From an optimization exercise on the open Yosys and OpenROAD flow, aimed at small area; shortcuts taken in it are not production practice.
Function was checked by simulation only, so behaviour that the tests miss may differ from the original.
Power figures rest on the tool's default switching activity, not on a simulated workload.

== JK ==
==> flow/design.v <==
module hockey(
    input clk,
    input rst,
    input BTN_A,
    input BTN_B,
    input [1:0] DIR_A,
    input [1:0] DIR_B,
    input [2:0] Y_in_A,
    input [2:0] Y_in_B,
    output [6:0] SSD5,
    output [6:0] SSD4,
    output [6:0] SSD2,
    output [6:0] SSD1,
    output [6:0] SSD0,
    output reg [2:0] X_COORD,
    output reg [2:0] Y_COORD,
    output LD0,
    output LD5,
    output LD6,
    output LD7,
    output LD8,
    output LD9,
    output LD15
    );
    localparam [2:0] IDLE = 3'b000,
                     DISP = 3'b100,
                     HIT  = 3'b001,
                     SEND = 3'b011,
                     RESP = 3'b010,
                     GOAL = 3'b101,
                     END0 = 3'b110,
                     ENDS = 3'b111;
    reg [2:0] p;
    reg s;
    reg [1:0] T;       
    reg [1:0] d;       
    reg [1:0] SA, SB;
    reg f;             
    reg m;             
    reg [2:0] v;       
    reg [2:0] L;       
    reg l0, l15;
    wire [2:0] X = X_COORD;
    wire [2:0] Y = Y_COORD;
    wire pIDLE = (p == IDLE);
    wire pDISP = (p == DISP);
    wire pHIT  = (p == HIT);
    wire pSEND = (p == SEND);
    wire pRESP = (p == RESP);
    wire pGOAL = (p == GOAL);
    wire pEND  = (p[2:1] == 2'b11);
    wire pENDS = (p == ENDS);
    wire btn = s ? BTN_B : BTN_A;
    wire [1:0] dir = s ? DIR_B : DIR_A;
    wire [2:0] yin = s ? Y_in_B : Y_in_A;
    wire tend = T[1];                        
    wire serve = pHIT & btn & (~yin[2] | ~(yin[1] | yin[0]));
    wire hit = pRESP & ~tend & btn & (Y == yin);    
    wire ret = hit & ~(dir[1] & dir[0]);             
    wire step = pSEND & tend & ~(d[1] & d[0]);       
    wire ystep = pSEND ? (tend & (d[1] ^ d[0])) : (hit & (dir[1] ^ dir[0]));
    wire up = pSEND ? d[0] : dir[0];         
    wire y0 = ~(Y[2] | Y[1] | Y[0]);
    wire [2:0] ys = {up & Y[1] & Y[0], Y[2] | (up ? (Y[1] ^ Y[0]) : (Y[1] & Y[0])), ~Y[0]};
    wire upn = up ? ~Y[2] : y0;              
    wire [2:0] yn = serve ? yin : (ystep ? ys : Y);
    wire edge_ = X[0] & ~(X[1] ^ s);         
    wire [2:0] xs = {s & X[1] & X[0], s ? (X[1] ^ X[0]) : (X[2] | (X[1] & X[0])), ~X[0]};
    wire cnt = ~(pIDLE | pHIT | hit);
    wire [1:0] Tn = (cnt & ~(tend & ~pEND)) ? {T[0], ~T[1]} : 2'b00;
    wire [1:0] scorer = s ? SA : SB;
    wire loser2 = SA[1] & SB[1];             
    always @(posedge clk or posedge rst) begin
        if (rst) begin
            p <= IDLE; s <= 0; T <= 0; d <= 0; SA <= 0; SB <= 0;
            f <= 0; m <= 0; v <= 0; L <= 0; l0 <= 0; l15 <= 0;
            X_COORD <= 0; Y_COORD <= 0;
        end else begin
            T <= Tn;
            Y_COORD <= yn;
            if (pIDLE) begin
                s <= BTN_B & ~BTN_A;
                if (BTN_A | BTN_B) p <= DISP;
            end
            if (pDISP & tend) p <= HIT;
            if (pDISP | pGOAL | pEND) f <= 1;
            if (pHIT) begin
                L <= 0; f <= 0;
                if (s) l0 <= 1; else l15 <= 1;
            end
            if (serve) begin
                X_COORD <= {s, 2'b00}; d <= dir; p <= SEND; s <= ~s;
                m <= ~(X[2] | X[1]);
            end
            if (pSEND) begin
                if (s) l15 <= 0; else l0 <= 0;
                L <= X ^ 3'b101; m <= 0;
                if (~(s & y0)) v <= yn;
                else if (ystep) v <= {v[2] | (v[1] & v[0]), v[1] ^ v[0], ~v[0]};
                if (step) begin
                    X_COORD <= xs;
                    if (edge_) p <= RESP;
                end
            end
            if (ystep) d <= {~upn, upn};
            if (pRESP & tend) begin
                p <= GOAL;
                if (s) SA <= {SA[1] ^ SA[0], ~SA[0]}; else SB <= {SB[1] ^ SB[0], ~SB[0]};
            end
            if (hit) begin
                X_COORD <= {1'b0, s, 1'b1}; m <= 1;
                if (ret) begin p <= SEND; s <= ~s; end
                if (dir == 2'b00) d <= 2'b00;
            end
            if (pGOAL) begin
                L <= 3'b010;
                if (tend) p <= (scorer == 2'd3) ? END0 : HIT;
            end
            if (pEND) begin
                p <= ENDS;
                if (T == 2'b00) L[1] <= ~L[1];
                if (loser2) v <= 0;
            end
        end
    end
    wire pa = pENDS & loser2 & ~SA[0];
    wire pb = pENDS & loser2 & ~SB[0];
    assign SSD5 = {pa, pa, 1'b0, pb, v};
    assign SSD4 = {4'b0, m ? X[1] : X[2], X[1] & ~m, X[0] & ~m};
    assign SSD2 = {5'b0, SA & {2{f}}};
    assign SSD0 = {5'b0, SB & {2{f}}};
    assign SSD1 = {{6{f & ~(SA[1] | SA[0] | SB[1] | SB[0])}}, 1'b0};
    wire lon = (L == 3'b010);
    assign LD5 = lon | (L == 3'b101);
    assign LD6 = lon | (L == 3'b100);
    assign LD7 = lon | (L == 3'b111);
    assign LD8 = lon | (L == 3'b110);
    assign LD9 = lon | (L == 3'b001);
    assign LD0 = l0;
    assign LD15 = l15;
endmodule
clock: 5.0 ns
lec_check: 0
abc_area: 1
cap_margin: 20
core_margin: 2
core_utilization: 40
place_density: 0.6
slew_margin: 20
standard.sh (not shown) runs the stock make flow with config.mk's settings and CLKGATE_MAP_FILE= SYNTH_SCRIPT=/design/flow/synth_recipe.tcl, a recipe that flattens the netlist after the stock synthesis.
==> flow/flow/run.sh <==
#!/bin/bash
# The standard layout (standard.sh), with these changes to how the layout is made:
#  - synthesis maps the logic with an area-oriented ABC script (flow/abc_area2.script) and
#    leaves adders as plain gates for ABC (ADDER_MAP_FILE empty); registers are unchanged;
#  - port buffers are the smallest buffer, buf_1;
#  - clock tree: one level of clkbuf_8, no dummy loads;
#  - constant outputs share the one tie cell that synthesis makes (no repair_tie_fanout).
set -euo pipefail
HERE=$(pwd)
rm -rf "$HERE/scripts_mod"
cp -r "$FLOW_HOME/scripts" "$HERE/scripts_mod"
sed -i "s|set abc_script \$::env(SCRIPTS_DIR)/abc_area.script|set abc_script $HERE/flow/abc_area2.script|" "$HERE/scripts_mod/synth_preamble.tcl"
grep -q "abc_area2.script" "$HERE/scripts_mod/synth_preamble.tcl"
export BUFFER_PORTS_ARGS="-buffer_cell sky130_fd_sc_hd__buf_1"
export CTS_ARGS="${MY_CTS_ARGS:--sink_clustering_enable -repair_clock_nets -dont_use_dummy_load -buf_list sky130_fd_sc_hd__clkbuf_8 -sink_clustering_size 40 -sink_clustering_max_diameter 400}"
bash standard.sh SCRIPTS_DIR="$HERE/scripts_mod" ADDER_MAP_FILE= SKIP_REPAIR_TIE_FANOUT=1 finish > standard.log 2>&1
==> flow/flow/abc_area2.script <==
strash
&get -n
&deepsyn -T 30
&put
dch -f
amap
topo
JK: all stages complete, timing, DRC and antenna checks passed
The following lists how AL was set up differently from JK:
-- flow/design.v --
<<< JK, line 36
    reg [1:0] d;       
    reg [1:0] SA, SB;
    reg f;             
    reg m;             
    reg [2:0] v;       
    reg [2:0] L;       
    reg l0, l15;
    wire [2:0] X = X_COORD;
    wire [2:0] Y = Y_COORD;
>>> AL, line 36
    reg [1:0] d;       
    reg [1:0] SA, SB;
    reg e;             
    reg [2:0] v;       
    reg [2:0] L;       
    wire [2:0] X = X_COORD;
    wire [2:0] Y = Y_COORD;
<<< JK, line 58
    wire hit = pRESP & ~tend & btn & (Y == yin);    
    wire ret = hit & ~(dir[1] & dir[0]);             
    wire step = pSEND & tend & ~(d[1] & d[0]);       
    wire ystep = pSEND ? (tend & (d[1] ^ d[0])) : (hit & (dir[1] ^ dir[0]));
    wire up = pSEND ? d[0] : dir[0];         
    wire y0 = ~(Y[2] | Y[1] | Y[0]);
>>> AL, line 56
    wire hit = pRESP & ~tend & btn & (Y == yin);    
    wire ret = hit & ~(dir[1] & dir[0]);             
    wire step = pSEND & tend & ~(~d[1] & d[0]);       
    wire ystep = pSEND ? (tend & d[1]) : (hit & (dir[1] ^ dir[0]));
    wire up = pSEND ? d[0] : dir[0];         
    wire y0 = ~(Y[2] | Y[1] | Y[0]);
<<< JK, line 74
        if (rst) begin
            p <= IDLE; s <= 0; T <= 0; d <= 0; SA <= 0; SB <= 0;
            f <= 0; m <= 0; v <= 0; L <= 0; l0 <= 0; l15 <= 0;
            X_COORD <= 0; Y_COORD <= 0;
        end else begin
            T <= Tn;
            Y_COORD <= yn;
            if (pIDLE) begin
>>> AL, line 72
        if (rst) begin
            p <= IDLE; s <= 0; T <= 0; d <= 0; SA <= 0; SB <= 0;
            e <= 0; v <= 0; L <= 0;
            X_COORD <= 0; Y_COORD <= 0;
        end else begin
            T <= Tn;
            e <= serve | ret | ((pDISP | pGOAL) & tend);
            Y_COORD <= yn;
            if (pIDLE) begin
<<< JK, line 84
            end
            if (pDISP & tend) p <= HIT;
            if (pDISP | pGOAL | pEND) f <= 1;
            if (pHIT) begin
                L <= 0; f <= 0;
                if (s) l0 <= 1; else l15 <= 1;
            end
            if (serve) begin
                X_COORD <= {s, 2'b00}; d <= dir; p <= SEND; s <= ~s;
                m <= ~(X[2] | X[1]);
            end
            if (pSEND) begin
                if (s) l15 <= 0; else l0 <= 0;
                L <= X ^ 3'b101; m <= 0;
                if (~(s & y0)) v <= yn;
                else if (ystep) v <= {v[2] | (v[1] & v[0]), v[1] ^ v[0], ~v[0]};
>>> AL, line 83
            end
            if (pDISP & tend) p <= HIT;
            if (pHIT) begin
                L <= 0;
            end
            if (serve) begin
                X_COORD <= {s, 2'b00}; p <= SEND; s <= ~s;
            end
            if (pSEND) begin
                L <= X ^ 3'b101;
                if (~(s & y0)) v <= yn;
                else if (ystep) v <= {v[2] | (v[1] & v[0]), v[1] ^ v[0], ~v[0]};
<<< JK, line 103
                end
            end
            if (ystep) d <= {~upn, upn};
            if (pRESP & tend) begin
                p <= GOAL;
>>> AL, line 98
                end
            end
            if (pSEND) begin
                if (ystep) d[0] <= upn;
            end else if (pRESP) d <= {dir[1] ^ dir[0], (dir[1] | dir[0]) & upn};
            else d <= {dir[1] ^ dir[0], dir[0]};
            if (pRESP & tend) begin
                p <= GOAL;
<<< JK, line 109
            end
            if (hit) begin
                X_COORD <= {1'b0, s, 1'b1}; m <= 1;
                if (ret) begin p <= SEND; s <= ~s; end
                if (dir == 2'b00) d <= 2'b00;
            end
            if (pGOAL) begin
>>> AL, line 107
            end
            if (hit) begin
                X_COORD <= {1'b0, s, 1'b1};
                if (ret) begin p <= SEND; s <= ~s; end
            end
            if (pGOAL) begin
<<< JK, line 124
        end
    end
    wire pa = pENDS & loser2 & ~SA[0];
    wire pb = pENDS & loser2 & ~SB[0];
>>> AL, line 121
        end
    end
    wire noscore = ~(SA[1] | SA[0] | SB[1] | SB[0]);
    wire f = ((pDISP | pGOAL) & T[0]) | pEND | (pHIT & e);     
    wire m = pSEND ? (e & (X[0] | noscore)) : X[0];
    wire pa = pENDS & loser2 & ~SA[0];
    wire pb = pENDS & loser2 & ~SB[0];
<<< JK, line 130
    assign SSD2 = {5'b0, SA & {2{f}}};
    assign SSD0 = {5'b0, SB & {2{f}}};
    assign SSD1 = {{6{f & ~(SA[1] | SA[0] | SB[1] | SB[0])}}, 1'b0};
    wire lon = (L == 3'b010);
    assign LD5 = lon | (L == 3'b101);
>>> AL, line 130
    assign SSD2 = {5'b0, SA & {2{f}}};
    assign SSD0 = {5'b0, SB & {2{f}}};
    assign SSD1 = {{6{f & noscore}}, 1'b0};
    wire lon = (L == 3'b010);
    assign LD5 = lon | (L == 3'b101);
<<< JK, line 137
    assign LD8 = lon | (L == 3'b110);
    assign LD9 = lon | (L == 3'b001);
    assign LD0 = l0;
    assign LD15 = l15;
endmodule
>>> AL, line 137
    assign LD8 = lon | (L == 3'b110);
    assign LD9 = lon | (L == 3'b001);
    assign LD0  = s ? (pHIT & ~e) : (pSEND & e & ~X[0]);
    assign LD15 = s ? (pSEND & e & ~X[0]) : (pHIT & ~e);
endmodule
Findings:
Number of nets produced by synthesis: AL < JK. Lower first-pass GRT wire length was reported by AL, not JK. Re total standard cell area after synthesis: JK was higher than AL. Sort JK and AL by final-layout clock-cell area share desc -> top: AL. Side by side, routed wire length turned out lower in AL than in JK. [compare] base=JK new=AL: fraction of power consumed by the clock network decreased 1.0 points, sequential fraction of total cell area has decreased.

-- separate check: timing with driven ports --
The flow's constraints put no driver on any port. The routed layouts listed below were extracted and timed again, unchanged, in two steps.
Step 1 assumes that a clkbuf_16 drives the clock port and a buf_2 every other input.
Step 2 also shifts input and output timing later by t, the mid clock arrival at the registers, as if the neighbouring blocks saw the same clock.
Slacks: no drivers / after step 1 / after step 2; pairs: no drivers / after step 1.
run | t (ns) | setup slack, ns | clock arrival spread, ns | slew at the worst register clock pin (ns) | pins driven straight from the clock port
JK | 0.300 | 1.482 / 1.484 / 1.184 | 0.014 / 0.014 | 0.10 / 0.10 | 1
AL | 0.295 | 0.977 / 0.951 / 1.246 | 0.014 / 0.014 | 0.09 / 0.09 | 1
After both steps every run listed still meets setup and hold. The setup slack of JK, which loses most, moves by +0.002 ns with the drivers and by -0.298 ns with both steps.
